This is an optimization exercise on Yosys and OpenROAD, whose aim is small area, not a production implementation. Only simulation tests tie the RTL to the original design; equivalence was not proved.

--- design.v ---
module processing_element(activation, weight, out, clk, rst);
parameter NON_ZERO_WEIGHTS = 108,
          SPECIAL_CASE = 0,
          FRACTIONAL_BITS = 8,
          BIT_SIZE = 16;
output reg signed [BIT_SIZE-1:0] out;
input [BIT_SIZE-1:0] activation, weight;
input clk, rst;
reg [23:0] s_n;        
reg [15:0] d1, d2, d3, d4;   
function [6:0] lfsr_state;
  input integer k;
  integer i;
  begin
    lfsr_state = 7'd0;
    for (i = 0; i < k; i = i + 1)
      lfsr_state = {lfsr_state[5:0], ~(lfsr_state[6] ^ lfsr_state[5])};
  end
endfunction
localparam [6:0] LAST = lfsr_state(NON_ZERO_WEIGHTS - 1);
reg [6:0] cnt;       
reg valid;           
wire load = (cnt == 7'd0);
wire [23:0] nxt;
wire one1;
wire two2;
wire neg3;
wire none4;
wire ntwo5;
wire nx6;
wire nx7;
wire nx8;
wire nx9;
wire nx10;
wire nx11;
wire nx12;
wire nx13;
wire nx14;
wire nx15;
wire nx16;
wire nx17;
wire nx18;
wire nx19;
wire nx20;
wire nx21;
wire pp22;
wire pp23;
wire pp24;
wire pp25;
wire pp26;
wire pp27;
wire pp28;
wire pp29;
wire pp30;
wire pp31;
wire pp32;
wire pp33;
wire pp34;
wire pp35;
wire pp36;
wire pp37;
wire pp38;
wire one39;
wire two40;
wire neg41;
wire none42;
wire ntwo43;
wire nx44;
wire nx45;
wire nx46;
wire nx47;
wire nx48;
wire nx49;
wire nx50;
wire nx51;
wire nx52;
wire nx53;
wire nx54;
wire nx55;
wire nx56;
wire nx57;
wire nx58;
wire nx59;
wire pp60;
wire pp61;
wire pp62;
wire pp63;
wire pp64;
wire pp65;
wire pp66;
wire pp67;
wire pp68;
wire pp69;
wire pp70;
wire pp71;
wire pp72;
wire pp73;
wire pp74;
wire pp75;
wire pp76;
wire one77;
wire two78;
wire neg79;
wire none80;
wire ntwo81;
wire nx82;
wire nx83;
wire nx84;
wire nx85;
wire nx86;
wire nx87;
wire nx88;
wire nx89;
wire nx90;
wire nx91;
wire nx92;
wire nx93;
wire nx94;
wire nx95;
wire nx96;
wire nx97;
wire pp98;
wire pp99;
wire pp100;
wire pp101;
wire pp102;
wire pp103;
wire pp104;
wire pp105;
wire pp106;
wire pp107;
wire pp108;
wire pp109;
wire pp110;
wire pp111;
wire pp112;
wire pp113;
wire pp114;
wire one115;
wire two116;
wire neg117;
wire none118;
wire ntwo119;
wire nx120;
wire nx121;
wire nx122;
wire nx123;
wire nx124;
wire nx125;
wire nx126;
wire nx127;
wire nx128;
wire nx129;
wire nx130;
wire nx131;
wire nx132;
wire nx133;
wire nx134;
wire nx135;
wire pp136;
wire pp137;
wire pp138;
wire pp139;
wire pp140;
wire pp141;
wire pp142;
wire pp143;
wire pp144;
wire pp145;
wire pp146;
wire pp147;
wire pp148;
wire pp149;
wire pp150;
wire pp151;
wire pp152;
wire one153;
wire two154;
wire neg155;
wire none156;
wire ntwo157;
wire nx158;
wire nx159;
wire nx160;
wire nx161;
wire nx162;
wire nx163;
wire nx164;
wire nx165;
wire nx166;
wire nx167;
wire nx168;
wire nx169;
wire nx170;
wire nx171;
wire nx172;
wire nx173;
wire pp174;
wire pp175;
wire pp176;
wire pp177;
wire pp178;
wire pp179;
wire pp180;
wire pp181;
wire pp182;
wire pp183;
wire pp184;
wire pp185;
wire pp186;
wire pp187;
wire pp188;
wire pp189;
wire one190;
wire two191;
wire neg192;
wire none193;
wire ntwo194;
wire nx195;
wire nx196;
wire nx197;
wire nx198;
wire nx199;
wire nx200;
wire nx201;
wire nx202;
wire nx203;
wire nx204;
wire nx205;
wire nx206;
wire nx207;
wire nx208;
wire pp209;
wire pp210;
wire pp211;
wire pp212;
wire pp213;
wire pp214;
wire pp215;
wire pp216;
wire pp217;
wire pp218;
wire pp219;
wire pp220;
wire pp221;
wire pp222;
wire one223;
wire two224;
wire neg225;
wire none226;
wire ntwo227;
wire nx228;
wire nx229;
wire nx230;
wire nx231;
wire nx232;
wire nx233;
wire nx234;
wire nx235;
wire nx236;
wire nx237;
wire nx238;
wire nx239;
wire pp240;
wire pp241;
wire pp242;
wire pp243;
wire pp244;
wire pp245;
wire pp246;
wire pp247;
wire pp248;
wire pp249;
wire pp250;
wire pp251;
wire one252;
wire two253;
wire neg254;
wire none255;
wire ntwo256;
wire nx257;
wire nx258;
wire nx259;
wire nx260;
wire nx261;
wire nx262;
wire nx263;
wire nx264;
wire nx265;
wire nx266;
wire pp267;
wire pp268;
wire pp269;
wire pp270;
wire pp271;
wire pp272;
wire pp273;
wire pp274;
wire pp275;
wire pp276;
wire ac277;
wire ac278;
wire ac279;
wire ac280;
wire ac281;
wire ac282;
wire ac283;
wire ac284;
wire ac285;
wire ac286;
wire ac287;
wire ac288;
wire ac289;
wire ac290;
wire ac291;
wire ac292;
wire ac293;
wire ac294;
wire ac295;
wire ac296;
wire ac297;
wire ac298;
wire ac299;
wire ac300;
wire es301;
wire ec302;
wire es303;
wire ec304;
wire es305;
wire ec306;
wire es307;
wire fs308;
wire fc309;
wire fs310;
wire fc311;
wire fs312;
wire fc313;
wire fs314;
wire fc315;
wire fs316;
wire fc317;
wire fs318;
wire fc319;
wire fs320;
wire fc321;
wire fs322;
wire fc323;
wire fs324;
wire fc325;
wire fs326;
wire fc327;
wire fs328;
wire fc329;
wire fs330;
wire fc331;
wire fs332;
wire fc333;
wire fs334;
wire fc335;
wire fs336;
wire fc337;
wire fs338;
wire fc339;
wire fs340;
wire fc341;
wire fs342;
wire fc343;
wire fs344;
wire fc345;
wire fs346;
wire fc347;
wire hs348;
wire hc349;
wire fs350;
wire fc351;
wire fs352;
wire fc353;
wire fs354;
wire fc355;
wire fs356;
wire fc357;
wire fs358;
wire fc359;
wire fs360;
wire fc361;
wire fs362;
wire fc363;
wire fs364;
wire fc365;
wire fs366;
wire fc367;
wire fs368;
wire fc369;
wire fs370;
wire fc371;
wire fs372;
wire fc373;
wire fs374;
wire fc375;
wire fs376;
wire fc377;
wire fs378;
wire fc379;
wire fs380;
wire fc381;
wire fs382;
wire fc383;
wire hs384;
wire hc385;
wire fs386;
wire fc387;
wire fs388;
wire fc389;
wire fs390;
wire fc391;
wire fs392;
wire fc393;
wire fs394;
wire fc395;
wire fs396;
wire fc397;
wire fs398;
wire fs399;
wire fs400;
wire fc401;
wire fs402;
wire fc403;
wire fs404;
wire fc405;
wire fs406;
wire fc407;
wire fs408;
wire fc409;
wire fs410;
wire fc411;
wire fs412;
wire fc413;
wire fs414;
wire fc415;
wire fs416;
wire fc417;
wire hs418;
wire hc419;
wire fs420;
wire fc421;
wire hs422;
wire hc423;
wire fs424;
wire fc425;
wire fs426;
wire fc427;
wire fs428;
wire fc429;
wire fs430;
wire fc431;
wire fs432;
wire fc433;
wire fs434;
wire fc435;
wire fs436;
wire fc437;
wire fs438;
wire fc439;
wire fs440;
wire fc441;
wire fs442;
wire fc443;
wire fs444;
wire fc445;
wire fs446;
wire fc447;
wire fs448;
wire fc449;
wire fs450;
wire fc451;
wire fs452;
wire fc453;
wire fs454;
wire fc455;
wire fs456;
wire fc457;
wire hs458;
wire hc459;
wire fs460;
wire fc461;
wire fs462;
wire fs463;
wire fc464;
wire fs465;
wire fc466;
wire fs467;
wire fc468;
wire fs469;
wire fc470;
wire fs471;
wire fc472;
wire fs473;
wire fc474;
wire fs475;
wire fc476;
wire fs477;
wire fc478;
wire fs479;
wire fc480;
wire fs481;
wire fc482;
wire fs483;
wire fc484;
wire fs485;
wire fc486;
wire fs487;
wire fc488;
wire fs489;
wire fc490;
wire fs491;
wire fc492;
wire fs493;
wire fc494;
wire fs495;
wire fs496;
wire fc497;
wire fs498;
wire fc499;
wire fs500;
wire fc501;
wire fs502;
wire fc503;
wire fs504;
wire fc505;
wire fs506;
wire fc507;
wire fs508;
wire fc509;
wire fs510;
wire fc511;
wire fs512;
wire fc513;
wire fs514;
wire fc515;
wire fs516;
wire fc517;
wire fs518;
wire fc519;
wire hs520;
wire g521;
wire p522;
wire g523;
wire p524;
wire g525;
wire p526;
wire g527;
wire p528;
wire g529;
wire p530;
wire g531;
wire p532;
wire g533;
wire p534;
wire g535;
wire p536;
wire g537;
wire p538;
wire g539;
wire p540;
wire g541;
wire p542;
wire g543;
wire p544;
wire g545;
wire p546;
wire g547;
wire p548;
wire g549;
wire p550;
wire g551;
wire p552;
wire g553;
wire p554;
wire g555;
wire p556;
wire g557;
wire p558;
wire g559;
wire p560;
wire g561;
wire p562;
wire g563;
wire p564;
wire g565;
wire p566;
wire g567;
wire p568;
wire g569;
wire G570;
wire P571;
wire G572;
wire P573;
wire G574;
wire P575;
wire G576;
wire P577;
wire G578;
wire P579;
wire G580;
wire P581;
wire G582;
wire P583;
wire G584;
wire P585;
wire G586;
wire P587;
wire G588;
wire P589;
wire G590;
wire P591;
wire G592;
wire P593;
wire G594;
wire P595;
wire G596;
wire P597;
wire G598;
wire P599;
wire G600;
wire P601;
wire G602;
wire P603;
wire G604;
wire P605;
wire G606;
wire P607;
wire G608;
wire P609;
wire G610;
wire P611;
wire G612;
wire P613;
wire G614;
wire P615;
wire G616;
wire P617;
wire G618;
wire P619;
wire G620;
wire P621;
wire G622;
wire P623;
wire G624;
wire P625;
wire G626;
wire P627;
wire G628;
wire P629;
wire G630;
wire P631;
wire G632;
wire P633;
wire G634;
wire P635;
wire G636;
wire P637;
wire G638;
wire P639;
wire G640;
wire P641;
wire G642;
wire P643;
wire G644;
wire P645;
wire G646;
wire P647;
wire G648;
wire P649;
wire G650;
wire P651;
wire G652;
wire P653;
wire G654;
wire P655;
wire G656;
wire P657;
wire G658;
wire P659;
wire G660;
wire P661;
wire G662;
wire P663;
wire G664;
wire P665;
wire G666;
wire P667;
wire G668;
wire P669;
wire G670;
wire P671;
wire G672;
wire P673;
assign one1 = weight[0] ^ 1'b0;
assign two2 = (weight[1] & ~weight[0] & ~1'b0) | (~weight[1] & weight[0] & 1'b0);
assign neg3 = weight[1] & ~(weight[0] & 1'b0);
assign none4 = ~one1;
assign ntwo5 = ~two2;
assign nx6 = ~(activation[0] ^ weight[1]);
assign nx7 = ~(activation[1] ^ weight[1]);
assign nx8 = ~(activation[2] ^ weight[1]);
assign nx9 = ~(activation[3] ^ weight[1]);
assign nx10 = ~(activation[4] ^ weight[1]);
assign nx11 = ~(activation[5] ^ weight[1]);
assign nx12 = ~(activation[6] ^ weight[1]);
assign nx13 = ~(activation[7] ^ weight[1]);
assign nx14 = ~(activation[8] ^ weight[1]);
assign nx15 = ~(activation[9] ^ weight[1]);
assign nx16 = ~(activation[10] ^ weight[1]);
assign nx17 = ~(activation[11] ^ weight[1]);
assign nx18 = ~(activation[12] ^ weight[1]);
assign nx19 = ~(activation[13] ^ weight[1]);
assign nx20 = ~(activation[14] ^ weight[1]);
assign nx21 = ~(activation[15] ^ weight[1]);
assign pp22 = ((one1 & ~nx6) | (two2 & weight[1]));
pe_o22ai u_sel1 (.a(none4), .b(nx7), .c(ntwo5), .d(nx6), .y(pp23));
pe_o22ai u_sel2 (.a(none4), .b(nx8), .c(ntwo5), .d(nx7), .y(pp24));
pe_o22ai u_sel3 (.a(none4), .b(nx9), .c(ntwo5), .d(nx8), .y(pp25));
pe_o22ai u_sel4 (.a(none4), .b(nx10), .c(ntwo5), .d(nx9), .y(pp26));
pe_o22ai u_sel5 (.a(none4), .b(nx11), .c(ntwo5), .d(nx10), .y(pp27));
pe_o22ai u_sel6 (.a(none4), .b(nx12), .c(ntwo5), .d(nx11), .y(pp28));
pe_o22ai u_sel7 (.a(none4), .b(nx13), .c(ntwo5), .d(nx12), .y(pp29));
pe_o22ai u_sel8 (.a(none4), .b(nx14), .c(ntwo5), .d(nx13), .y(pp30));
pe_o22ai u_sel9 (.a(none4), .b(nx15), .c(ntwo5), .d(nx14), .y(pp31));
pe_o22ai u_sel10 (.a(none4), .b(nx16), .c(ntwo5), .d(nx15), .y(pp32));
pe_o22ai u_sel11 (.a(none4), .b(nx17), .c(ntwo5), .d(nx16), .y(pp33));
pe_o22ai u_sel12 (.a(none4), .b(nx18), .c(ntwo5), .d(nx17), .y(pp34));
pe_o22ai u_sel13 (.a(none4), .b(nx19), .c(ntwo5), .d(nx18), .y(pp35));
pe_o22ai u_sel14 (.a(none4), .b(nx20), .c(ntwo5), .d(nx19), .y(pp36));
pe_o22ai u_sel15 (.a(none4), .b(nx21), .c(ntwo5), .d(nx20), .y(pp37));
pe_o22a u_sel16 (.a(none4), .b(nx21), .c(ntwo5), .d(nx21), .y(pp38));
assign one39 = weight[2] ^ weight[1];
assign two40 = (weight[3] & ~weight[2] & ~weight[1]) | (~weight[3] & weight[2] & weight[1]);
assign neg41 = weight[3] & ~(weight[2] & weight[1]);
assign none42 = ~one39;
assign ntwo43 = ~two40;
assign nx44 = ~(activation[0] ^ weight[3]);
assign nx45 = ~(activation[1] ^ weight[3]);
assign nx46 = ~(activation[2] ^ weight[3]);
assign nx47 = ~(activation[3] ^ weight[3]);
assign nx48 = ~(activation[4] ^ weight[3]);
assign nx49 = ~(activation[5] ^ weight[3]);
assign nx50 = ~(activation[6] ^ weight[3]);
assign nx51 = ~(activation[7] ^ weight[3]);
assign nx52 = ~(activation[8] ^ weight[3]);
assign nx53 = ~(activation[9] ^ weight[3]);
assign nx54 = ~(activation[10] ^ weight[3]);
assign nx55 = ~(activation[11] ^ weight[3]);
assign nx56 = ~(activation[12] ^ weight[3]);
assign nx57 = ~(activation[13] ^ weight[3]);
assign nx58 = ~(activation[14] ^ weight[3]);
assign nx59 = ~(activation[15] ^ weight[3]);
assign pp60 = ((one39 & ~nx44) | (two40 & weight[3]));
pe_o22ai u_sel17 (.a(none42), .b(nx45), .c(ntwo43), .d(nx44), .y(pp61));
pe_o22ai u_sel18 (.a(none42), .b(nx46), .c(ntwo43), .d(nx45), .y(pp62));
pe_o22ai u_sel19 (.a(none42), .b(nx47), .c(ntwo43), .d(nx46), .y(pp63));
pe_o22ai u_sel20 (.a(none42), .b(nx48), .c(ntwo43), .d(nx47), .y(pp64));
pe_o22ai u_sel21 (.a(none42), .b(nx49), .c(ntwo43), .d(nx48), .y(pp65));
pe_o22ai u_sel22 (.a(none42), .b(nx50), .c(ntwo43), .d(nx49), .y(pp66));
pe_o22ai u_sel23 (.a(none42), .b(nx51), .c(ntwo43), .d(nx50), .y(pp67));
pe_o22ai u_sel24 (.a(none42), .b(nx52), .c(ntwo43), .d(nx51), .y(pp68));
pe_o22ai u_sel25 (.a(none42), .b(nx53), .c(ntwo43), .d(nx52), .y(pp69));
pe_o22ai u_sel26 (.a(none42), .b(nx54), .c(ntwo43), .d(nx53), .y(pp70));
pe_o22ai u_sel27 (.a(none42), .b(nx55), .c(ntwo43), .d(nx54), .y(pp71));
pe_o22ai u_sel28 (.a(none42), .b(nx56), .c(ntwo43), .d(nx55), .y(pp72));
pe_o22ai u_sel29 (.a(none42), .b(nx57), .c(ntwo43), .d(nx56), .y(pp73));
pe_o22ai u_sel30 (.a(none42), .b(nx58), .c(ntwo43), .d(nx57), .y(pp74));
pe_o22ai u_sel31 (.a(none42), .b(nx59), .c(ntwo43), .d(nx58), .y(pp75));
pe_o22a u_sel32 (.a(none42), .b(nx59), .c(ntwo43), .d(nx59), .y(pp76));
assign one77 = weight[4] ^ weight[3];
assign two78 = (weight[5] & ~weight[4] & ~weight[3]) | (~weight[5] & weight[4] & weight[3]);
assign neg79 = weight[5] & ~(weight[4] & weight[3]);
assign none80 = ~one77;
assign ntwo81 = ~two78;
assign nx82 = ~(activation[0] ^ weight[5]);
assign nx83 = ~(activation[1] ^ weight[5]);
assign nx84 = ~(activation[2] ^ weight[5]);
assign nx85 = ~(activation[3] ^ weight[5]);
assign nx86 = ~(activation[4] ^ weight[5]);
assign nx87 = ~(activation[5] ^ weight[5]);
assign nx88 = ~(activation[6] ^ weight[5]);
assign nx89 = ~(activation[7] ^ weight[5]);
assign nx90 = ~(activation[8] ^ weight[5]);
assign nx91 = ~(activation[9] ^ weight[5]);
assign nx92 = ~(activation[10] ^ weight[5]);
assign nx93 = ~(activation[11] ^ weight[5]);
assign nx94 = ~(activation[12] ^ weight[5]);
assign nx95 = ~(activation[13] ^ weight[5]);
assign nx96 = ~(activation[14] ^ weight[5]);
assign nx97 = ~(activation[15] ^ weight[5]);
assign pp98 = ((one77 & ~nx82) | (two78 & weight[5]));
pe_o22ai u_sel33 (.a(none80), .b(nx83), .c(ntwo81), .d(nx82), .y(pp99));
pe_o22ai u_sel34 (.a(none80), .b(nx84), .c(ntwo81), .d(nx83), .y(pp100));
pe_o22ai u_sel35 (.a(none80), .b(nx85), .c(ntwo81), .d(nx84), .y(pp101));
pe_o22ai u_sel36 (.a(none80), .b(nx86), .c(ntwo81), .d(nx85), .y(pp102));
pe_o22ai u_sel37 (.a(none80), .b(nx87), .c(ntwo81), .d(nx86), .y(pp103));
pe_o22ai u_sel38 (.a(none80), .b(nx88), .c(ntwo81), .d(nx87), .y(pp104));
pe_o22ai u_sel39 (.a(none80), .b(nx89), .c(ntwo81), .d(nx88), .y(pp105));
pe_o22ai u_sel40 (.a(none80), .b(nx90), .c(ntwo81), .d(nx89), .y(pp106));
pe_o22ai u_sel41 (.a(none80), .b(nx91), .c(ntwo81), .d(nx90), .y(pp107));
pe_o22ai u_sel42 (.a(none80), .b(nx92), .c(ntwo81), .d(nx91), .y(pp108));
pe_o22ai u_sel43 (.a(none80), .b(nx93), .c(ntwo81), .d(nx92), .y(pp109));
pe_o22ai u_sel44 (.a(none80), .b(nx94), .c(ntwo81), .d(nx93), .y(pp110));
pe_o22ai u_sel45 (.a(none80), .b(nx95), .c(ntwo81), .d(nx94), .y(pp111));
pe_o22ai u_sel46 (.a(none80), .b(nx96), .c(ntwo81), .d(nx95), .y(pp112));
pe_o22ai u_sel47 (.a(none80), .b(nx97), .c(ntwo81), .d(nx96), .y(pp113));
pe_o22a u_sel48 (.a(none80), .b(nx97), .c(ntwo81), .d(nx97), .y(pp114));
assign one115 = weight[6] ^ weight[5];
assign two116 = (weight[7] & ~weight[6] & ~weight[5]) | (~weight[7] & weight[6] & weight[5]);
assign neg117 = weight[7] & ~(weight[6] & weight[5]);
assign none118 = ~one115;
assign ntwo119 = ~two116;
assign nx120 = ~(activation[0] ^ weight[7]);
assign nx121 = ~(activation[1] ^ weight[7]);
assign nx122 = ~(activation[2] ^ weight[7]);
assign nx123 = ~(activation[3] ^ weight[7]);
assign nx124 = ~(activation[4] ^ weight[7]);
assign nx125 = ~(activation[5] ^ weight[7]);
assign nx126 = ~(activation[6] ^ weight[7]);
assign nx127 = ~(activation[7] ^ weight[7]);
assign nx128 = ~(activation[8] ^ weight[7]);
assign nx129 = ~(activation[9] ^ weight[7]);
assign nx130 = ~(activation[10] ^ weight[7]);
assign nx131 = ~(activation[11] ^ weight[7]);
assign nx132 = ~(activation[12] ^ weight[7]);
assign nx133 = ~(activation[13] ^ weight[7]);
assign nx134 = ~(activation[14] ^ weight[7]);
assign nx135 = ~(activation[15] ^ weight[7]);
assign pp136 = ((one115 & ~nx120) | (two116 & weight[7]));
pe_o22ai u_sel49 (.a(none118), .b(nx121), .c(ntwo119), .d(nx120), .y(pp137));
pe_o22ai u_sel50 (.a(none118), .b(nx122), .c(ntwo119), .d(nx121), .y(pp138));
pe_o22ai u_sel51 (.a(none118), .b(nx123), .c(ntwo119), .d(nx122), .y(pp139));
pe_o22ai u_sel52 (.a(none118), .b(nx124), .c(ntwo119), .d(nx123), .y(pp140));
pe_o22ai u_sel53 (.a(none118), .b(nx125), .c(ntwo119), .d(nx124), .y(pp141));
pe_o22ai u_sel54 (.a(none118), .b(nx126), .c(ntwo119), .d(nx125), .y(pp142));
pe_o22ai u_sel55 (.a(none118), .b(nx127), .c(ntwo119), .d(nx126), .y(pp143));
pe_o22ai u_sel56 (.a(none118), .b(nx128), .c(ntwo119), .d(nx127), .y(pp144));
pe_o22ai u_sel57 (.a(none118), .b(nx129), .c(ntwo119), .d(nx128), .y(pp145));
pe_o22ai u_sel58 (.a(none118), .b(nx130), .c(ntwo119), .d(nx129), .y(pp146));
pe_o22ai u_sel59 (.a(none118), .b(nx131), .c(ntwo119), .d(nx130), .y(pp147));
pe_o22ai u_sel60 (.a(none118), .b(nx132), .c(ntwo119), .d(nx131), .y(pp148));
pe_o22ai u_sel61 (.a(none118), .b(nx133), .c(ntwo119), .d(nx132), .y(pp149));
pe_o22ai u_sel62 (.a(none118), .b(nx134), .c(ntwo119), .d(nx133), .y(pp150));
pe_o22ai u_sel63 (.a(none118), .b(nx135), .c(ntwo119), .d(nx134), .y(pp151));
pe_o22a u_sel64 (.a(none118), .b(nx135), .c(ntwo119), .d(nx135), .y(pp152));
assign one153 = weight[8] ^ weight[7];
assign two154 = (weight[9] & ~weight[8] & ~weight[7]) | (~weight[9] & weight[8] & weight[7]);
assign neg155 = weight[9] & ~(weight[8] & weight[7]);
assign none156 = ~one153;
assign ntwo157 = ~two154;
assign nx158 = ~(activation[0] ^ weight[9]);
assign nx159 = ~(activation[1] ^ weight[9]);
assign nx160 = ~(activation[2] ^ weight[9]);
assign nx161 = ~(activation[3] ^ weight[9]);
assign nx162 = ~(activation[4] ^ weight[9]);
assign nx163 = ~(activation[5] ^ weight[9]);
assign nx164 = ~(activation[6] ^ weight[9]);
assign nx165 = ~(activation[7] ^ weight[9]);
assign nx166 = ~(activation[8] ^ weight[9]);
assign nx167 = ~(activation[9] ^ weight[9]);
assign nx168 = ~(activation[10] ^ weight[9]);
assign nx169 = ~(activation[11] ^ weight[9]);
assign nx170 = ~(activation[12] ^ weight[9]);
assign nx171 = ~(activation[13] ^ weight[9]);
assign nx172 = ~(activation[14] ^ weight[9]);
assign nx173 = ~(activation[15] ^ weight[9]);
assign pp174 = ((one153 & ~nx158) | (two154 & weight[9]));
pe_o22ai u_sel65 (.a(none156), .b(nx159), .c(ntwo157), .d(nx158), .y(pp175));
pe_o22ai u_sel66 (.a(none156), .b(nx160), .c(ntwo157), .d(nx159), .y(pp176));
pe_o22ai u_sel67 (.a(none156), .b(nx161), .c(ntwo157), .d(nx160), .y(pp177));
pe_o22ai u_sel68 (.a(none156), .b(nx162), .c(ntwo157), .d(nx161), .y(pp178));
pe_o22ai u_sel69 (.a(none156), .b(nx163), .c(ntwo157), .d(nx162), .y(pp179));
pe_o22ai u_sel70 (.a(none156), .b(nx164), .c(ntwo157), .d(nx163), .y(pp180));
pe_o22ai u_sel71 (.a(none156), .b(nx165), .c(ntwo157), .d(nx164), .y(pp181));
pe_o22ai u_sel72 (.a(none156), .b(nx166), .c(ntwo157), .d(nx165), .y(pp182));
pe_o22ai u_sel73 (.a(none156), .b(nx167), .c(ntwo157), .d(nx166), .y(pp183));
pe_o22ai u_sel74 (.a(none156), .b(nx168), .c(ntwo157), .d(nx167), .y(pp184));
pe_o22ai u_sel75 (.a(none156), .b(nx169), .c(ntwo157), .d(nx168), .y(pp185));
pe_o22ai u_sel76 (.a(none156), .b(nx170), .c(ntwo157), .d(nx169), .y(pp186));
pe_o22ai u_sel77 (.a(none156), .b(nx171), .c(ntwo157), .d(nx170), .y(pp187));
pe_o22ai u_sel78 (.a(none156), .b(nx172), .c(ntwo157), .d(nx171), .y(pp188));
pe_o22ai u_sel79 (.a(none156), .b(nx173), .c(ntwo157), .d(nx172), .y(pp189));
assign one190 = weight[10] ^ weight[9];
assign two191 = (weight[11] & ~weight[10] & ~weight[9]) | (~weight[11] & weight[10] & weight[9]);
assign neg192 = weight[11] & ~(weight[10] & weight[9]);
assign none193 = ~one190;
assign ntwo194 = ~two191;
assign nx195 = ~(activation[0] ^ weight[11]);
assign nx196 = ~(activation[1] ^ weight[11]);
assign nx197 = ~(activation[2] ^ weight[11]);
assign nx198 = ~(activation[3] ^ weight[11]);
assign nx199 = ~(activation[4] ^ weight[11]);
assign nx200 = ~(activation[5] ^ weight[11]);
assign nx201 = ~(activation[6] ^ weight[11]);
assign nx202 = ~(activation[7] ^ weight[11]);
assign nx203 = ~(activation[8] ^ weight[11]);
assign nx204 = ~(activation[9] ^ weight[11]);
assign nx205 = ~(activation[10] ^ weight[11]);
assign nx206 = ~(activation[11] ^ weight[11]);
assign nx207 = ~(activation[12] ^ weight[11]);
assign nx208 = ~(activation[13] ^ weight[11]);
assign pp209 = ((one190 & ~nx195) | (two191 & weight[11]));
pe_o22ai u_sel80 (.a(none193), .b(nx196), .c(ntwo194), .d(nx195), .y(pp210));
pe_o22ai u_sel81 (.a(none193), .b(nx197), .c(ntwo194), .d(nx196), .y(pp211));
pe_o22ai u_sel82 (.a(none193), .b(nx198), .c(ntwo194), .d(nx197), .y(pp212));
pe_o22ai u_sel83 (.a(none193), .b(nx199), .c(ntwo194), .d(nx198), .y(pp213));
pe_o22ai u_sel84 (.a(none193), .b(nx200), .c(ntwo194), .d(nx199), .y(pp214));
pe_o22ai u_sel85 (.a(none193), .b(nx201), .c(ntwo194), .d(nx200), .y(pp215));
pe_o22ai u_sel86 (.a(none193), .b(nx202), .c(ntwo194), .d(nx201), .y(pp216));
pe_o22ai u_sel87 (.a(none193), .b(nx203), .c(ntwo194), .d(nx202), .y(pp217));
pe_o22ai u_sel88 (.a(none193), .b(nx204), .c(ntwo194), .d(nx203), .y(pp218));
pe_o22ai u_sel89 (.a(none193), .b(nx205), .c(ntwo194), .d(nx204), .y(pp219));
pe_o22ai u_sel90 (.a(none193), .b(nx206), .c(ntwo194), .d(nx205), .y(pp220));
pe_o22ai u_sel91 (.a(none193), .b(nx207), .c(ntwo194), .d(nx206), .y(pp221));
pe_o22ai u_sel92 (.a(none193), .b(nx208), .c(ntwo194), .d(nx207), .y(pp222));
assign one223 = weight[12] ^ weight[11];
assign two224 = (weight[13] & ~weight[12] & ~weight[11]) | (~weight[13] & weight[12] & weight[11]);
assign neg225 = weight[13] & ~(weight[12] & weight[11]);
assign none226 = ~one223;
assign ntwo227 = ~two224;
assign nx228 = ~(activation[0] ^ weight[13]);
assign nx229 = ~(activation[1] ^ weight[13]);
assign nx230 = ~(activation[2] ^ weight[13]);
assign nx231 = ~(activation[3] ^ weight[13]);
assign nx232 = ~(activation[4] ^ weight[13]);
assign nx233 = ~(activation[5] ^ weight[13]);
assign nx234 = ~(activation[6] ^ weight[13]);
assign nx235 = ~(activation[7] ^ weight[13]);
assign nx236 = ~(activation[8] ^ weight[13]);
assign nx237 = ~(activation[9] ^ weight[13]);
assign nx238 = ~(activation[10] ^ weight[13]);
assign nx239 = ~(activation[11] ^ weight[13]);
assign pp240 = ((one223 & ~nx228) | (two224 & weight[13]));
pe_o22ai u_sel93 (.a(none226), .b(nx229), .c(ntwo227), .d(nx228), .y(pp241));
pe_o22ai u_sel94 (.a(none226), .b(nx230), .c(ntwo227), .d(nx229), .y(pp242));
pe_o22ai u_sel95 (.a(none226), .b(nx231), .c(ntwo227), .d(nx230), .y(pp243));
pe_o22ai u_sel96 (.a(none226), .b(nx232), .c(ntwo227), .d(nx231), .y(pp244));
pe_o22ai u_sel97 (.a(none226), .b(nx233), .c(ntwo227), .d(nx232), .y(pp245));
pe_o22ai u_sel98 (.a(none226), .b(nx234), .c(ntwo227), .d(nx233), .y(pp246));
pe_o22ai u_sel99 (.a(none226), .b(nx235), .c(ntwo227), .d(nx234), .y(pp247));
pe_o22ai u_sel100 (.a(none226), .b(nx236), .c(ntwo227), .d(nx235), .y(pp248));
pe_o22ai u_sel101 (.a(none226), .b(nx237), .c(ntwo227), .d(nx236), .y(pp249));
pe_o22ai u_sel102 (.a(none226), .b(nx238), .c(ntwo227), .d(nx237), .y(pp250));
pe_o22ai u_sel103 (.a(none226), .b(nx239), .c(ntwo227), .d(nx238), .y(pp251));
assign one252 = weight[14] ^ weight[13];
assign two253 = (weight[15] & ~weight[14] & ~weight[13]) | (~weight[15] & weight[14] & weight[13]);
assign neg254 = weight[15] & ~(weight[14] & weight[13]);
assign none255 = ~one252;
assign ntwo256 = ~two253;
assign nx257 = ~(activation[0] ^ weight[15]);
assign nx258 = ~(activation[1] ^ weight[15]);
assign nx259 = ~(activation[2] ^ weight[15]);
assign nx260 = ~(activation[3] ^ weight[15]);
assign nx261 = ~(activation[4] ^ weight[15]);
assign nx262 = ~(activation[5] ^ weight[15]);
assign nx263 = ~(activation[6] ^ weight[15]);
assign nx264 = ~(activation[7] ^ weight[15]);
assign nx265 = ~(activation[8] ^ weight[15]);
assign nx266 = ~(activation[9] ^ weight[15]);
assign pp267 = ((one252 & ~nx257) | (two253 & weight[15]));
pe_o22ai u_sel104 (.a(none255), .b(nx258), .c(ntwo256), .d(nx257), .y(pp268));
pe_o22ai u_sel105 (.a(none255), .b(nx259), .c(ntwo256), .d(nx258), .y(pp269));
pe_o22ai u_sel106 (.a(none255), .b(nx260), .c(ntwo256), .d(nx259), .y(pp270));
pe_o22ai u_sel107 (.a(none255), .b(nx261), .c(ntwo256), .d(nx260), .y(pp271));
pe_o22ai u_sel108 (.a(none255), .b(nx262), .c(ntwo256), .d(nx261), .y(pp272));
pe_o22ai u_sel109 (.a(none255), .b(nx263), .c(ntwo256), .d(nx262), .y(pp273));
pe_o22ai u_sel110 (.a(none255), .b(nx264), .c(ntwo256), .d(nx263), .y(pp274));
pe_o22ai u_sel111 (.a(none255), .b(nx265), .c(ntwo256), .d(nx264), .y(pp275));
pe_o22ai u_sel112 (.a(none255), .b(nx266), .c(ntwo256), .d(nx265), .y(pp276));
assign ac277 = ~(s_n[0] | load);
assign ac278 = ~(s_n[1] | load);
assign ac279 = ~(s_n[2] | load);
assign ac280 = ~(s_n[3] | load);
assign ac281 = ~(s_n[4] | load);
assign ac282 = ~(s_n[5] | load);
assign ac283 = ~(s_n[6] | load);
assign ac284 = ~(s_n[7] | load);
assign ac285 = ~(s_n[8] | load);
assign ac286 = ~(s_n[9] | load);
assign ac287 = ~(s_n[10] | load);
assign ac288 = ~(s_n[11] | load);
assign ac289 = ~(s_n[12] | load);
assign ac290 = ~(s_n[13] | load);
assign ac291 = ~(s_n[14] | load);
assign ac292 = ~(s_n[15] | load);
assign ac293 = ~(s_n[16] | load);
assign ac294 = ~(s_n[17] | load);
assign ac295 = ~(s_n[18] | load);
assign ac296 = ~(s_n[19] | load);
assign ac297 = ~(s_n[20] | load);
assign ac298 = ~(s_n[21] | load);
assign ac299 = ~(s_n[22] | load);
assign ac300 = ~(s_n[23] | load);
pe_ha u_ha113 (.a(ac291), .b(neg254), .s(es301), .co(ec302));
pe_ha u_ha114 (.a(ac292), .b(ec302), .s(es303), .co(ec304));
assign es305 = ~(ac293 ^ ec304);
assign ec306 = ac293 | ec304;
assign es307 = ~ac294;
pe_fa u_fa115 (.a(ac279), .b(neg41), .c(pp24), .s(fs308), .co(fc309));
pe_fa u_fa116 (.a(ac280), .b(pp25), .c(pp61), .s(fs310), .co(fc311));
pe_fa u_fa117 (.a(ac281), .b(neg79), .c(pp26), .s(fs312), .co(fc313));
pe_fa u_fa118 (.a(ac282), .b(pp27), .c(pp63), .s(fs314), .co(fc315));
pe_fa u_fa119 (.a(ac283), .b(neg117), .c(pp28), .s(fs316), .co(fc317));
pe_fa u_fa120 (.a(pp64), .b(pp100), .c(pp136), .s(fs318), .co(fc319));
pe_fa u_fa121 (.a(ac284), .b(pp29), .c(pp65), .s(fs320), .co(fc321));
pe_fa u_fa122 (.a(ac285), .b(neg155), .c(pp30), .s(fs322), .co(fc323));
pe_fa u_fa123 (.a(pp66), .b(pp102), .c(pp138), .s(fs324), .co(fc325));
pe_fa u_fa124 (.a(ac286), .b(pp31), .c(pp67), .s(fs326), .co(fc327));
pe_fa u_fa125 (.a(pp103), .b(pp139), .c(pp175), .s(fs328), .co(fc329));
pe_fa u_fa126 (.a(ac287), .b(neg192), .c(pp32), .s(fs330), .co(fc331));
pe_fa u_fa127 (.a(pp68), .b(pp104), .c(pp140), .s(fs332), .co(fc333));
pe_fa u_fa128 (.a(ac288), .b(pp33), .c(pp69), .s(fs334), .co(fc335));
pe_fa u_fa129 (.a(pp105), .b(pp141), .c(pp177), .s(fs336), .co(fc337));
pe_fa u_fa130 (.a(ac289), .b(neg225), .c(pp34), .s(fs338), .co(fc339));
pe_fa u_fa131 (.a(pp70), .b(pp106), .c(pp142), .s(fs340), .co(fc341));
pe_fa u_fa132 (.a(pp178), .b(pp211), .c(pp240), .s(fs342), .co(fc343));
pe_fa u_fa133 (.a(ac290), .b(pp35), .c(pp71), .s(fs344), .co(fc345));
pe_fa u_fa134 (.a(pp107), .b(pp143), .c(pp179), .s(fs346), .co(fc347));
pe_ha u_ha135 (.a(pp212), .b(pp241), .s(hs348), .co(hc349));
pe_fa u_fa136 (.a(es301), .b(pp36), .c(pp72), .s(fs350), .co(fc351));
pe_fa u_fa137 (.a(pp108), .b(pp144), .c(pp180), .s(fs352), .co(fc353));
pe_fa u_fa138 (.a(pp213), .b(pp242), .c(pp267), .s(fs354), .co(fc355));
pe_fa u_fa139 (.a(es303), .b(pp37), .c(pp73), .s(fs356), .co(fc357));
pe_fa u_fa140 (.a(pp109), .b(pp145), .c(pp181), .s(fs358), .co(fc359));
pe_fa u_fa141 (.a(pp214), .b(pp243), .c(pp268), .s(fs360), .co(fc361));
pe_fa u_fa142 (.a(pp38), .b(pp74), .c(pp110), .s(fs362), .co(fc363));
pe_fa u_fa143 (.a(pp146), .b(pp182), .c(pp215), .s(fs364), .co(fc365));
pe_fa u_fa144 (.a(pp244), .b(pp269), .c(es305), .s(fs366), .co(fc367));
pe_fa u_fa145 (.a(es307), .b(pp75), .c(pp111), .s(fs368), .co(fc369));
pe_fa u_fa146 (.a(pp147), .b(pp183), .c(pp216), .s(fs370), .co(fc371));
pe_fa u_fa147 (.a(pp245), .b(pp270), .c(ec306), .s(fs372), .co(fc373));
pe_fa u_fa148 (.a(ac295), .b(ac294), .c(pp76), .s(fs374), .co(fc375));
pe_fa u_fa149 (.a(pp112), .b(pp148), .c(pp184), .s(fs376), .co(fc377));
pe_fa u_fa150 (.a(pp217), .b(pp246), .c(pp271), .s(fs378), .co(fc379));
pe_fa u_fa151 (.a(1'b1), .b(ac296), .c(pp113), .s(fs380), .co(fc381));
pe_fa u_fa152 (.a(pp149), .b(pp185), .c(pp218), .s(fs382), .co(fc383));
pe_ha u_ha153 (.a(pp247), .b(pp272), .s(hs384), .co(hc385));
pe_fa u_fa154 (.a(ac297), .b(pp114), .c(pp150), .s(fs386), .co(fc387));
pe_fa u_fa155 (.a(pp186), .b(pp219), .c(pp248), .s(fs388), .co(fc389));
pe_fa u_fa156 (.a(1'b1), .b(ac298), .c(pp151), .s(fs390), .co(fc391));
pe_fa u_fa157 (.a(pp187), .b(pp220), .c(pp249), .s(fs392), .co(fc393));
pe_fa u_fa158 (.a(ac299), .b(pp152), .c(pp188), .s(fs394), .co(fc395));
pe_fa u_fa159 (.a(pp221), .b(pp250), .c(pp275), .s(fs396), .co(fc397));
assign fs398 = 1'b1 ^ ac300 ^ pp189;
assign fs399 = pp222 ^ pp251 ^ pp276;
pe_fa u_fa160 (.a(pp62), .b(pp98), .c(fc311), .s(fs400), .co(fc401));
pe_fa u_fa161 (.a(pp99), .b(fc313), .c(fs314), .s(fs402), .co(fc403));
pe_fa u_fa162 (.a(fc315), .b(fs316), .c(fs318), .s(fs404), .co(fc405));
pe_fa u_fa163 (.a(pp101), .b(pp137), .c(fc317), .s(fs406), .co(fc407));
pe_fa u_fa164 (.a(pp174), .b(fc321), .c(fs322), .s(fs408), .co(fc409));
pe_fa u_fa165 (.a(fc323), .b(fc325), .c(fs326), .s(fs410), .co(fc411));
pe_fa u_fa166 (.a(pp176), .b(pp209), .c(fc327), .s(fs412), .co(fc413));
pe_fa u_fa167 (.a(fc329), .b(fs330), .c(fs332), .s(fs414), .co(fc415));
pe_fa u_fa168 (.a(pp210), .b(fc331), .c(fc333), .s(fs416), .co(fc417));
pe_ha u_ha169 (.a(fs334), .b(fs336), .s(hs418), .co(hc419));
pe_fa u_fa170 (.a(fc335), .b(fc337), .c(fs338), .s(fs420), .co(fc421));
pe_ha u_ha171 (.a(fs340), .b(fs342), .s(hs422), .co(hc423));
pe_fa u_fa172 (.a(hs348), .b(fc339), .c(fc341), .s(fs424), .co(fc425));
pe_fa u_fa173 (.a(fc343), .b(fs344), .c(fs346), .s(fs426), .co(fc427));
pe_fa u_fa174 (.a(hc349), .b(fc345), .c(fc347), .s(fs428), .co(fc429));
pe_fa u_fa175 (.a(fs350), .b(fs352), .c(fs354), .s(fs430), .co(fc431));
pe_fa u_fa176 (.a(fc351), .b(fc353), .c(fc355), .s(fs432), .co(fc433));
pe_fa u_fa177 (.a(fs356), .b(fs358), .c(fs360), .s(fs434), .co(fc435));
pe_fa u_fa178 (.a(fc357), .b(fc359), .c(fc361), .s(fs436), .co(fc437));
pe_fa u_fa179 (.a(fs362), .b(fs364), .c(fs366), .s(fs438), .co(fc439));
pe_fa u_fa180 (.a(fc363), .b(fc365), .c(fs368), .s(fs440), .co(fc441));
pe_fa u_fa181 (.a(fs370), .b(fc367), .c(fs372), .s(fs442), .co(fc443));
pe_fa u_fa182 (.a(fc369), .b(fc371), .c(fs374), .s(fs444), .co(fc445));
pe_fa u_fa183 (.a(fs376), .b(fs378), .c(fc373), .s(fs446), .co(fc447));
pe_fa u_fa184 (.a(hs384), .b(fc375), .c(fc377), .s(fs448), .co(fc449));
pe_fa u_fa185 (.a(fc379), .b(fs380), .c(fs382), .s(fs450), .co(fc451));
pe_fa u_fa186 (.a(pp273), .b(hc385), .c(fc381), .s(fs452), .co(fc453));
pe_fa u_fa187 (.a(fc383), .b(fs386), .c(fs388), .s(fs454), .co(fc455));
pe_fa u_fa188 (.a(pp274), .b(fc387), .c(fc389), .s(fs456), .co(fc457));
pe_ha u_ha189 (.a(fs390), .b(fs392), .s(hs458), .co(hc459));
pe_fa u_fa190 (.a(fc391), .b(fc393), .c(fs394), .s(fs460), .co(fc461));
assign fs462 = fc395 ^ fc397 ^ fs398;
pe_fa u_fa191 (.a(fc319), .b(fs320), .c(fc405), .s(fs463), .co(fc464));
pe_fa u_fa192 (.a(fs324), .b(fc407), .c(fs408), .s(fs465), .co(fc466));
pe_fa u_fa193 (.a(fs328), .b(fc409), .c(fs410), .s(fs467), .co(fc468));
pe_fa u_fa194 (.a(fc411), .b(fs412), .c(fs414), .s(fs469), .co(fc470));
pe_fa u_fa195 (.a(hs418), .b(fc413), .c(fc415), .s(fs471), .co(fc472));
pe_fa u_fa196 (.a(hc419), .b(hs422), .c(fc417), .s(fs473), .co(fc474));
pe_fa u_fa197 (.a(hc423), .b(fc421), .c(fs424), .s(fs475), .co(fc476));
pe_fa u_fa198 (.a(fc425), .b(fc427), .c(fs428), .s(fs477), .co(fc478));
pe_fa u_fa199 (.a(fc429), .b(fc431), .c(fs432), .s(fs479), .co(fc480));
pe_fa u_fa200 (.a(fc433), .b(fc435), .c(fs436), .s(fs481), .co(fc482));
pe_fa u_fa201 (.a(fc437), .b(fs440), .c(fc439), .s(fs483), .co(fc484));
pe_fa u_fa202 (.a(fc441), .b(fs444), .c(fc443), .s(fs485), .co(fc486));
pe_fa u_fa203 (.a(fc445), .b(fs448), .c(fc447), .s(fs487), .co(fc488));
pe_fa u_fa204 (.a(fc449), .b(fc451), .c(fs452), .s(fs489), .co(fc490));
pe_fa u_fa205 (.a(hs458), .b(fc453), .c(fc455), .s(fs491), .co(fc492));
pe_fa u_fa206 (.a(fs396), .b(hc459), .c(fc457), .s(fs493), .co(fc494));
assign fs495 = fs399 ^ fc461 ^ fs462;
pe_fa u_fa207 (.a(fs416), .b(fc470), .c(fs471), .s(fs496), .co(fc497));
pe_fa u_fa208 (.a(fs420), .b(fc472), .c(fs473), .s(fs498), .co(fc499));
pe_fa u_fa209 (.a(fs426), .b(fc474), .c(fs475), .s(fs500), .co(fc501));
pe_fa u_fa210 (.a(fs430), .b(fc476), .c(fs477), .s(fs502), .co(fc503));
pe_fa u_fa211 (.a(fs434), .b(fc478), .c(fs479), .s(fs504), .co(fc505));
pe_fa u_fa212 (.a(fs438), .b(fc480), .c(fs481), .s(fs506), .co(fc507));
pe_fa u_fa213 (.a(fs442), .b(fc482), .c(fs483), .s(fs508), .co(fc509));
pe_fa u_fa214 (.a(fs446), .b(fc484), .c(fs485), .s(fs510), .co(fc511));
pe_fa u_fa215 (.a(fs450), .b(fc486), .c(fs487), .s(fs512), .co(fc513));
pe_fa u_fa216 (.a(fs454), .b(fc488), .c(fs489), .s(fs514), .co(fc515));
pe_fa u_fa217 (.a(fs456), .b(fc490), .c(fs491), .s(fs516), .co(fc517));
pe_fa u_fa218 (.a(fs460), .b(fc492), .c(fs493), .s(fs518), .co(fc519));
assign hs520 = fc494 ^ fs495;
assign g521 = neg3 & pp22;
assign p522 = neg3 ^ pp22;
assign g523 = ac278 & pp23;
assign p524 = ac278 ^ pp23;
assign g525 = pp60 & fs308;
assign p526 = pp60 ^ fs308;
assign g527 = fc309 & fs310;
assign p528 = fc309 ^ fs310;
assign g529 = fs312 & fs400;
assign p530 = fs312 ^ fs400;
assign g531 = fc401 & fs402;
assign p532 = fc401 ^ fs402;
assign g533 = fc403 & fs404;
assign p534 = fc403 ^ fs404;
assign g535 = fs406 & fs463;
assign p536 = fs406 ^ fs463;
assign g537 = fc464 & fs465;
assign p538 = fc464 ^ fs465;
assign g539 = fc466 & fs467;
assign p540 = fc466 ^ fs467;
assign g541 = fc468 & fs469;
assign p542 = fc468 ^ fs469;
assign g543 = fs496 & 1'b0;
assign p544 = fs496 ^ 1'b0;
assign g545 = fc497 & fs498;
assign p546 = fc497 ^ fs498;
assign g547 = fc499 & fs500;
assign p548 = fc499 ^ fs500;
assign g549 = fc501 & fs502;
assign p550 = fc501 ^ fs502;
assign g551 = fc503 & fs504;
assign p552 = fc503 ^ fs504;
assign g553 = fc505 & fs506;
assign p554 = fc505 ^ fs506;
assign g555 = fc507 & fs508;
assign p556 = fc507 ^ fs508;
assign g557 = fc509 & fs510;
assign p558 = fc509 ^ fs510;
assign g559 = fc511 & fs512;
assign p560 = fc511 ^ fs512;
assign g561 = fc513 & fs514;
assign p562 = fc513 ^ fs514;
assign g563 = fc515 & fs516;
assign p564 = fc515 ^ fs516;
assign g565 = fc517 & fs518;
assign p566 = fc517 ^ fs518;
assign g567 = fc519 & hs520;
assign p568 = fc519 ^ hs520;
assign g569 = (neg3 & pp22) | (neg3 & ac277) | (pp22 & ac277);
assign G570 = g523 | (p524 & g569);
assign P571 = p524 & p522;
assign G572 = g527 | (p528 & g525);
assign P573 = p528 & p526;
assign G574 = g531 | (p532 & g529);
assign P575 = p532 & p530;
assign G576 = g535 | (p536 & g533);
assign P577 = p536 & p534;
assign G578 = g539 | (p540 & g537);
assign P579 = p540 & p538;
assign G580 = g543 | (p544 & g541);
assign P581 = p544 & p542;
assign G582 = g547 | (p548 & g545);
assign P583 = p548 & p546;
assign G584 = g551 | (p552 & g549);
assign P585 = p552 & p550;
assign G586 = g555 | (p556 & g553);
assign P587 = p556 & p554;
assign G588 = g559 | (p560 & g557);
assign P589 = p560 & p558;
assign G590 = g563 | (p564 & g561);
assign P591 = p564 & p562;
assign G592 = g567 | (p568 & g565);
assign P593 = p568 & p566;
assign G594 = g525 | (p526 & G570);
assign P595 = p526 & P571;
assign G596 = G572 | (P573 & G570);
assign P597 = P573 & P571;
assign G598 = g533 | (p534 & G574);
assign P599 = p534 & P575;
assign G600 = G576 | (P577 & G574);
assign P601 = P577 & P575;
assign G602 = g541 | (p542 & G578);
assign P603 = p542 & P579;
assign G604 = G580 | (P581 & G578);
assign P605 = P581 & P579;
assign G606 = g549 | (p550 & G582);
assign P607 = p550 & P583;
assign G608 = G584 | (P585 & G582);
assign P609 = P585 & P583;
assign G610 = g557 | (p558 & G586);
assign P611 = p558 & P587;
assign G612 = G588 | (P589 & G586);
assign P613 = P589 & P587;
assign G614 = g565 | (p566 & G590);
assign P615 = p566 & P591;
assign G616 = G592 | (P593 & G590);
assign P617 = P593 & P591;
assign G618 = g529 | (p530 & G596);
assign P619 = p530 & P597;
assign G620 = G574 | (P575 & G596);
assign P621 = P575 & P597;
assign G622 = G598 | (P599 & G596);
assign P623 = P599 & P597;
assign G624 = G600 | (P601 & G596);
assign P625 = P601 & P597;
assign G626 = g545 | (p546 & G604);
assign P627 = p546 & P605;
assign G628 = G582 | (P583 & G604);
assign P629 = P583 & P605;
assign G630 = G606 | (P607 & G604);
assign P631 = P607 & P605;
assign G632 = G608 | (P609 & G604);
assign P633 = P609 & P605;
assign G634 = g561 | (p562 & G612);
assign P635 = p562 & P613;
assign G636 = G590 | (P591 & G612);
assign P637 = P591 & P613;
assign G638 = G614 | (P615 & G612);
assign P639 = P615 & P613;
assign G640 = G616 | (P617 & G612);
assign P641 = P617 & P613;
assign G642 = g537 | (p538 & G624);
assign P643 = p538 & P625;
assign G644 = G578 | (P579 & G624);
assign P645 = P579 & P625;
assign G646 = G602 | (P603 & G624);
assign P647 = P603 & P625;
assign G648 = G604 | (P605 & G624);
assign P649 = P605 & P625;
assign G650 = G626 | (P627 & G624);
assign P651 = P627 & P625;
assign G652 = G628 | (P629 & G624);
assign P653 = P629 & P625;
assign G654 = G630 | (P631 & G624);
assign P655 = P631 & P625;
assign G656 = G632 | (P633 & G624);
assign P657 = P633 & P625;
assign G658 = g553 | (p554 & G656);
assign P659 = p554 & P657;
assign G660 = G586 | (P587 & G656);
assign P661 = P587 & P657;
assign G662 = G610 | (P611 & G656);
assign P663 = P611 & P657;
assign G664 = G612 | (P613 & G656);
assign P665 = P613 & P657;
assign G666 = G634 | (P635 & G656);
assign P667 = P635 & P657;
assign G668 = G636 | (P637 & G656);
assign P669 = P637 & P657;
assign G670 = G638 | (P639 & G656);
assign P671 = P639 & P657;
assign G672 = G640 | (P641 & G656);
assign P673 = P641 & P657;
assign nxt[0] = p522 ^ ac277;
assign nxt[1] = (p524 ^ g569);
assign nxt[2] = (p526 ^ G570);
assign nxt[3] = (p528 ^ G594);
assign nxt[4] = (p530 ^ G596);
assign nxt[5] = (p532 ^ G618);
assign nxt[6] = (p534 ^ G620);
assign nxt[7] = (p536 ^ G622);
assign nxt[8] = (p538 ^ G624);
assign nxt[9] = (p540 ^ G642);
assign nxt[10] = (p542 ^ G644);
assign nxt[11] = (p544 ^ G646);
assign nxt[12] = (p546 ^ G648);
assign nxt[13] = (p548 ^ G650);
assign nxt[14] = (p550 ^ G652);
assign nxt[15] = (p552 ^ G654);
assign nxt[16] = (p554 ^ G656);
assign nxt[17] = (p556 ^ G658);
assign nxt[18] = (p558 ^ G660);
assign nxt[19] = (p560 ^ G662);
assign nxt[20] = (p562 ^ G664);
assign nxt[21] = (p564 ^ G666);
assign nxt[22] = (p566 ^ G668);
assign nxt[23] = (p568 ^ G670);
always @(posedge clk) begin
  s_n <= ~nxt;
  d1 <= s_n[FRACTIONAL_BITS+15:FRACTIONAL_BITS];
  d2 <= d1;
  d3 <= d2;
  d4 <= d3;
  if (!rst) begin
    cnt <= 0;
    valid <= 1'b0;
    out <= 0;
  end else begin
    cnt <= (cnt == LAST) ? 7'd0 : {cnt[5:0], ~(cnt[6] ^ cnt[5])};
    valid <= valid | cnt[3];    
    out <= valid ? ~d4 : 16'd0;
  end
end
endmodule
module pe_fa(a, b, c, s, co);
input a, b, c;
output s, co;
assign s = a ^ b ^ c;
assign co = (a & b) | (a & c) | (b & c);
endmodule
module pe_o22ai(a, b, c, d, y);
input a, b, c, d;
output y;
assign y = ~((a | b) & (c | d));
endmodule
module pe_o22a(a, b, c, d, y);
input a, b, c, d;
output y;
assign y = (a | b) & (c | d);
endmodule
module pe_ha(a, b, s, co);
input a, b;
output s, co;
assign s = a ^ b;
assign co = a & b;
endmodule
--- flow/run.sh ---
#!/bin/bash
# The standard layout (standard.sh, unchanged synthesis) with a few ORFS knobs:
#  - ports buffered with the smallest buffer instead of ORFS's default pick,
#  - synthesis buffers removed before placement (repair_design re-buffers),
#  - power recovery (downsizing of non-critical cells) after global routing,
#  - CTS without dummy load cells.
# All tool output goes to standard_flow.log here and ORFS's own logs under orfs/logs.
set -euo pipefail
export BUFFER_PORTS_ARGS="-buffer_cell sky130_fd_sc_hd__buf_1"
export REMOVE_ABC_BUFFERS=1
export RECOVER_POWER=100
export SKIP_CTS_REPAIR_TIMING=1
export SKIP_INCREMENTAL_REPAIR=1
export CTS_ARGS="-sink_clustering_enable -repair_clock_nets -buf_list sky130_fd_sc_hd__clkbuf_8 -dont_use_dummy_load"
bash standard.sh > standard_flow.log 2>&1
--- standard.sh ---
#!/bin/bash
# synth_recipe.tcl (not shown) runs the flow's synth.tcl, then flattens the netlist and writes it again
# the make line also repeats each setting of config.mk as NAME=value (left out here)
make -C /OpenROAD-flow-scripts/flow DESIGN_CONFIG=/design/flow/config.mk WORK_HOME=/design/flow/orfs CLKGATE_MAP_FILE= SYNTH_SCRIPT=/design/flow/synth_recipe.tcl "${@:-finish}"
--- config.mk ---
export PLATFORM = sky130hd
export DESIGN_NAME = processing_element
export DESIGN_NICKNAME = processing_element
export VERILOG_FILES = /design/flow/design.v
export SDC_FILE = /design/flow/constraint.sdc
export NUM_CORES = 4
export LEC_CHECK = 0
export CAP_MARGIN = 0
export CORE_MARGIN = 2
export CORE_UTILIZATION = 40
export CTS_BUF_LIST = sky130_fd_sc_hd__clkbuf_8
export GPL_TIMING_DRIVEN = 0
export SLEW_MARGIN = 0
export SYNTH_HIERARCHICAL = 1
--- constraint.sdc ---
create_clock -name core_clock -period 6.5 [get_ports {clk}]
set_input_delay 1.3000 -clock core_clock [delete_from_list [all_inputs] [get_ports {clk}]]
set_output_delay 1.3000 -clock core_clock [all_outputs]
set_load 0.01 [all_outputs]
==> results.json, run 1 <==
{
  "route.detailed.wl_per_inst_microns": 15.1,
  "clock_tree.htree_level_count": 3,
  "worst_r2r_path_depth": 21,
  "hold_depth": 0,
  "r2r-end": "s_n[22]$_DFF_P_",
  "synthDistinctLibCells": 46,
  "clk-insertion-delay-late_ns": 0.37,
  "tritoncts_num_sinks": 112,
  "min_tclk_post_route_ns": 6.93,
  "post-route-period-util_pct": 107,
  "synthDominantCellAreaShare_pct": 28.6,
  "hp-class": "flip-flop to flip-flop",
  "cp_cell_sequence": "buf_1, nor3b_1, a21oi_1, o22ai_1, fa_1, fa_1, fa_1, fa_1, ha_1, a21oi_1, o21ai_0, a21oi_2, inv_2, fa_1, xnor2_1",
  "whs_endpoint": "d2[10]$_DFF_P_",
  "number_of_buffers_added_by_the_clock_tree_synthesis_step": 9,
  "wl_met2_microns": 6700,
  "placedCellCount": 1003,
  "setup_violators_final": 10,
  "cp_max_fo": 24,
  "result_of_the_run": "failed layout checks",
  "worstPathBufferInverterCount": 2,
  "antenna_left": 0,
  "initial_core_util_pct": 40.6,
  "violations": "negative setup slack",
  "wirelength_microns": 15300,
  "launching_element_type_of_the_critical_path": "input port",
  "register_to_register_setup_slack_ns": 0.78,
  "fill_cells": 1890,
  "max-clock-path-buffers": 2,
  "die_height_microns": 144,
  "gr-usage-all-layers_pct": 15.8,
  "worst_path_largest_cell_delay_ns": 1.00,
  "syn_avg_cell_area_sq_um": 10.8,
  "critical-path-slowest-cell": "sky130_fd_sc_hd__a21oi_1",
  "tritoncts": "built",
  "synthesized_area_sq_mm": 0.00785,
  "nNetsFinal": 923,
  "grt_overflow": 0,
  "synth.yosys.seq_area_share_pct": 28.6,
  "setup_ws_ns": -0.427,
  "fmax_mhz": 144,
  "firstDrtPassIters": 4,
  "grt_first_pass_wirelength_microns": 25700,
  "worst_setup_path_end_kind": "flip-flop",
  "i_o_pin_total": 50,
  "synthMostInstantiatedCell": "sky130_fd_sc_hd__xnor2_1",
  "synth_async_sr_flop_share_pct": 0,
  "synth_edf_count": 0,
  "hp-start": "d1[10]$_DFF_P_",
  "timing.clock.skew_ns": 0.0450,
  "root_cell_of_the_clock_tree": "sky130_fd_sc_hd__clkbuf_8",
  "synthCells": 724,
  "critical_path.top_delay_family": "adder cells",
  "detailedPlacementHpwl_microns": 13200,
  "antenna_found_initial": 0,
  "wl_met3_microns": 752,
  "worst_slew_margin_rel_pct": 4.79,
  "post-synth-top-area-cell": "sky130_fd_sc_hd__dfxtp_1",
  "drive_gt1_share_pct": 2.14,
  "finalHoldViolations": 0,
  "antennaDiodeCount": 0,
  "final_cell_count_no_fill": 1012,
  "routed.top_layer": "met4",
  "critical-path-top-cell-by-count": "sky130_fd_sc_hd__fa_1",
  "die_width_microns": 144,
  "yosys_most_used_dff": "sky130_fd_sc_hd__dfxtp_1",
  "worst-slew-pin-transition_ns": 1.43,
  "core_area_sq_mm": 0.0193,
  "synth_common_cells": "sky130_fd_sc_hd__xnor2_1 (136), sky130_fd_sc_hd__dfxtp_1 (112), sky130_fd_sc_hd__o22ai_1 (110)",
  "synthesis.yosys.warnings": 7,
  "cp.required_ns": 6.74,
  "place_ws_ns": -0.762,
  "critPathArrivalTime_ns": 7.17,
  "avgViaCountPerCell": 5.03,
  "place.port_buffers": 49,
  "routabilityCongestion": 0.862,
  "max-cap-violations": 0,
  "m1WireLength_microns": 7670,
  "area.growth.synth_to_final_pct": 6.60,
  "clkTransAtPathRegs_ns": 0.11,
  "tightest_hold_margin_ns": 0.301,
  "placementRows": 51,
  "path_class": "input port to flip-flop",
  "synth.top_cells.by_area": "sky130_fd_sc_hd__dfxtp_1 (29%), sky130_fd_sc_hd__fa_1 (27%), sky130_fd_sc_hd__xnor2_1 (15%), sky130_fd_sc_hd__o22ai_1 (8.8%), sky130_fd_sc_hd__ha_1 (5.6%)",
  "drtIter0Drc": 227,
  "drc": 0,
  "num_vias": 5089,
  "ys_seq_elements": 112,
  "grt_max_degree": 25,
  "timing.rr.start": "cnt[3]$_SDFF_PP0_",
  "final_max_slew_viol_count": 0,
  "grt_pass1_vias": 4994,
  "design.die.area_sq_mm": 0.0207
}
## cell type report
| type | count | area, sq um | area share, % |
|---|---|---|---|
| Multi-Input combinational cell | 551 | 5370 | 64.2 |
| Timing Repair Buffer | 50 | 199 | 2.38 |
| Clock buffer | 9 | 124 | 1.48 |
| Sequential cell | 112 | 2240 | 26.8 |
| Inverter | 25 | 93.8 | 1.12 |
| Tap cell | 265 | 332 | 3.96 |
## registers in the layout, summed over array words and instances, names as in the netlist
| register | flops |
|---|---|
| d2 | 16 |
| d4 | 16 |
| s_n | 24 |
| d3 | 16 |
| d1 | 16 |
| valid | 1 |
| cnt | 7 |
| out | 16 |
## logic make-up (layout without fill, tap and decap cells)
logic type      after synthesis  after routing  synth area share (%)
compound gates              162            162                  13.4
xor+xnor                    142            142                  15.9
fa+ha+maj                   140            140                  32.4
buf+inv                      62             84                  3.00
flops                       112            112                  28.6
other cells                   1              2                0.0478
simple gates                105            105                  6.70
## Yosys stat by module, one instance, submodules excluded
module / area [sq um] / times used
pe_o22ai: 6.26 / 108
pe_o22a: 8.76 / 4
processing_element: 5060 / 1
pe_fa: 20.0 / 99
pe_ha: 12.5 / 7
## worst reg2reg max path: cells and delay by family, from the launching register on
| kind | cells | cell delay (ns) |
|---|---|---|
| flip-flops | 1 | 0.33 |
| AO/OA/AOI/OAI | 4 | 0.84 |
| XOR/XNOR | 1 | 0.15 |
| buffers and inverters | 3 | 0.35 |
| AND/OR/NAND/NOR | 5 | 1.30 |
| adder cells (fa/ha/maj) | 8 | 2.71 |
## layout by cell type, fill, tap and decap left out, types with 5 or more instances in the layout
cell and count:
sky130_fd_sc_hd__xnor2_1 136, sky130_fd_sc_hd__dfxtp_1 112, sky130_fd_sc_hd__o22ai_1 110, sky130_fd_sc_hd__fa_1 105, sky130_fd_sc_hd__nor2_1 48, sky130_fd_sc_hd__buf_1 47
sky130_fd_sc_hd__ha_1 35, sky130_fd_sc_hd__inv_1 24, sky130_fd_sc_hd__nor2b_1 14, sky130_fd_sc_hd__nand2_1 13, sky130_fd_sc_hd__a21oi_1 13, sky130_fd_sc_hd__clkbuf_8 9
sky130_fd_sc_hd__a21o_1 6, sky130_fd_sc_hd__xor2_1 6, sky130_fd_sc_hd__nor3b_1 6, sky130_fd_sc_hd__or2_1 5, sky130_fd_sc_hd__o21bai_1 5
## layer usage
metal	vias to the layer above	track usage, %
met1	2457	23.1
li1	2526	-
met4	0	3.66
met2	93	25.2
met3	13	2.02
met5	-	0
## how the worst max path moves through the flow
stage	start	to	depth (start not counted)
floorplan	cnt[0]$_SDFF_PP0_	s_n[22]$_DFF_P_	20
global route	weight[7]	s_n[22]$_DFF_P_	16
global placement	weight[1]	s_n[17]$_DFF_P_	15
CTS	weight[3]	s_n[17]$_DFF_P_	15
finish	weight[3]	s_n[17]$_DFF_P_	15
detailed placement	weight[3]	s_n[17]$_DFF_P_	15
## through the flow
step	TNS (ns)	instance area (sq um)	util, %
detailed placement	-6.37	8250	42.7
global route	-6.76	8360	43.3
floorplan	0	7710	-
finish	-2.47	8360	43.3
CTS	-2.15	8370	43.3
global placement	-5.70	8220	42.5
==> inputs of run 2 (changes only) <==
--- a/flow/run.sh
+++ b/flow/run.sh
@@ -11,4 +11,2 @@
 export RECOVER_POWER=100
-export SKIP_CTS_REPAIR_TIMING=1
-export SKIP_INCREMENTAL_REPAIR=1
 export CTS_ARGS="-sink_clustering_enable -repair_clock_nets -buf_list sky130_fd_sc_hd__clkbuf_8 -dont_use_dummy_load"
==> run 2 against run 1 <==
Against the previous run: the run now finishes clean; final area increased by 0.60%; synthesized area unchanged; count of clock-buffer cells in the layout unchanged; critical path type unchanged.
==> results.json, run 2 <==
{
  "core_area_sq_mm": 0.0193,
  "die_height_microns": 144,
  "synthDominantCellAreaShare_pct": 28.6,
  "setup_ws_ns": 0.272,
  "num_vias": 5097,
  "detailedPlacementHpwl_microns": 13200,
  "critical-path-slowest-cell": "sky130_fd_sc_hd__clkbuf_1",
  "final_common_cell": "sky130_fd_sc_hd__xnor2_1",
  "synthesis.yosys.warnings": 7,
  "result_of_the_run": "complete, no violations",
  "synth_common_cells": "sky130_fd_sc_hd__xnor2_1 (136), sky130_fd_sc_hd__dfxtp_1 (112), sky130_fd_sc_hd__o22ai_1 (110)",
  "min_tclk_post_route_ns": 6.23,
  "post-synth-top-area-cell": "sky130_fd_sc_hd__dfxtp_1",
  "worst_slew_margin_rel_pct": 29.9,
  "syn_avg_cell_area_sq_um": 10.8,
  "place_ws_ns": -0.762,
  "hp-class": "flip-flop to flip-flop",
  "routabilityCongestion": 0.862,
  "registers.top_by_ff_count": "s_n",
  "root_cell_of_the_clock_tree": "sky130_fd_sc_hd__clkbuf_8",
  "placed_area_sq_mm": 0.00825,
  "multiInputGateArea_sq_mm": 0.00540
}
==> run 2: cell count changes in the layout (fill, tap and decap cells not counted) <==
| cell | before | now |
|---|---|---|
| sky130_fd_sc_hd__a21oi_2 | 2 | 8 |
| sky130_fd_sc_hd__or2_0 | 1 | 0 |
| sky130_fd_sc_hd__a221oi_2 | 1 | 0 |
| sky130_fd_sc_hd__clkbuf_1 | 2 | 3 |
| sky130_fd_sc_hd__o211ai_2 | 0 | 1 |
| sky130_fd_sc_hd__clkdlybuf4s15_2 | 0 | 3 |
| sky130_fd_sc_hd__or2_4 | 0 | 1 |
| sky130_fd_sc_hd__a221oi_1 | 0 | 1 |
| sky130_fd_sc_hd__clkbuf_2 | 0 | 3 |
| sky130_fd_sc_hd__a21oi_1 | 13 | 7 |
| sky130_fd_sc_hd__buf_1 | 47 | 40 |
| sky130_fd_sc_hd__o211ai_1 | 3 | 2 |
==> run 2: Yosys stat by module (local to each module, per instance) <==
module | times used | cell area, sq um
pe_fa | 99 | 20.0
pe_ha | 7 | 12.5
pe_o22a | 4 | 8.76
pe_o22ai | 108 | 6.26
processing_element | 1 | 5060
==> run 2: cells by family (layout without fill, tap and decap cells) <==
kind of cell             count (synthesis)  in the layout  share of synthesized area, %
flip-flops                             112            112                          28.6
AO/OA/AOI/OAI                          162            162                          13.4
XOR/XNOR                               142            142                          15.9
adder cells (fa/ha/maj)                140            140                          32.4
AND/OR/NAND/NOR                        105            105                          6.70
other                                    1              2                        0.0478
buffers and inverters                   62             84                          3.00
==> run 2: per-stage QoR <==
stage                     utilization (%)
after floorplan                         -
after global placement               42.5
after detailed placement             42.7
after CTS                            43.6
after global routing                 43.5
final                                43.5
==> run 2: repair_timing <==
action	4_1_cts	5_1_grt
hold endpoints to repair	0	0
pin swaps	0	0
setup endpoints to repair	10	8
gates resized for setup	13	5
hold buffers	0	0
buffers inserted	0	0
==> run 2: final timing paths <==
kind                                        start  cells after the start         endpoint
worst max-delay path                   weight[13]                     17  s_n[17]$_DFF_P_
worst min-delay path               d1[10]$_DFF_P_                      0   d2[10]$_DFF_P_
worst max register to register  cnt[3]$_SDFF_PP0_                     21  s_n[22]$_DFF_P_
worst min register to register     d1[10]$_DFF_P_                      0   d2[10]$_DFF_P_
==> run 2: layout make-up <==
| type | instances | area share (%) |
|---|---|---|
| clock buffer | 9 | 1.47 |
| inverter | 25 | 1.12 |
| multi-input combinational | 551 | 64.1 |
| sequential | 112 | 26.7 |
| tap | 265 | 3.94 |
| timing repair buffer | 50 | 2.68 |
==> run 2: worst max-delay path: cells and delay by family <==
kind | cells | cell delay, ns
fa+ha+maj | 7 | 3.05
buf+inv | 3 | 1.07
compound gates | 5 | 0.81
xor+xnor | 1 | 0.13
simple gates | 1 | 0.11
==> run 2: routing by layer <==
layer,vias up,GRT usage (%),routed length [microns]
li1,2520,-,-
met1,2452,23.0,7640
met2,112,25.4,6760
met3,13,2.02,784
met4,0,3.66,186
met5,-,0,0

-- what the ideal ports hide --
In the flow no input, the clock included, has a driving cell. The finished layouts below were timed again as built, in two steps.
Step 1: set_driving_cell puts a clkbuf_16 on clk and a buf_2 on each other input, an assumption about the parent block.
Step 2 times the ports against the registers' clock, not the clock port: input delays grow and output delays shrink by t, the midpoint of the rising clock arrivals with the driver on.
a / b / c = ideal / step 1 / step 2; a / b = the first two.
run	shift t [ns]	setup WS [ns]	pins driven straight from the clock port
run 1	0.383	-0.427 / -0.426 / -0.809	1
run 2	0.383	0.272 / 0.276 / -0.107	1
With both steps, setup timing fails in run 2, where it was met with ideal ports. For run 1, which loses most, drivers alone change the setup slack by +0.001 ns; drivers and shift together by -0.382 ns.
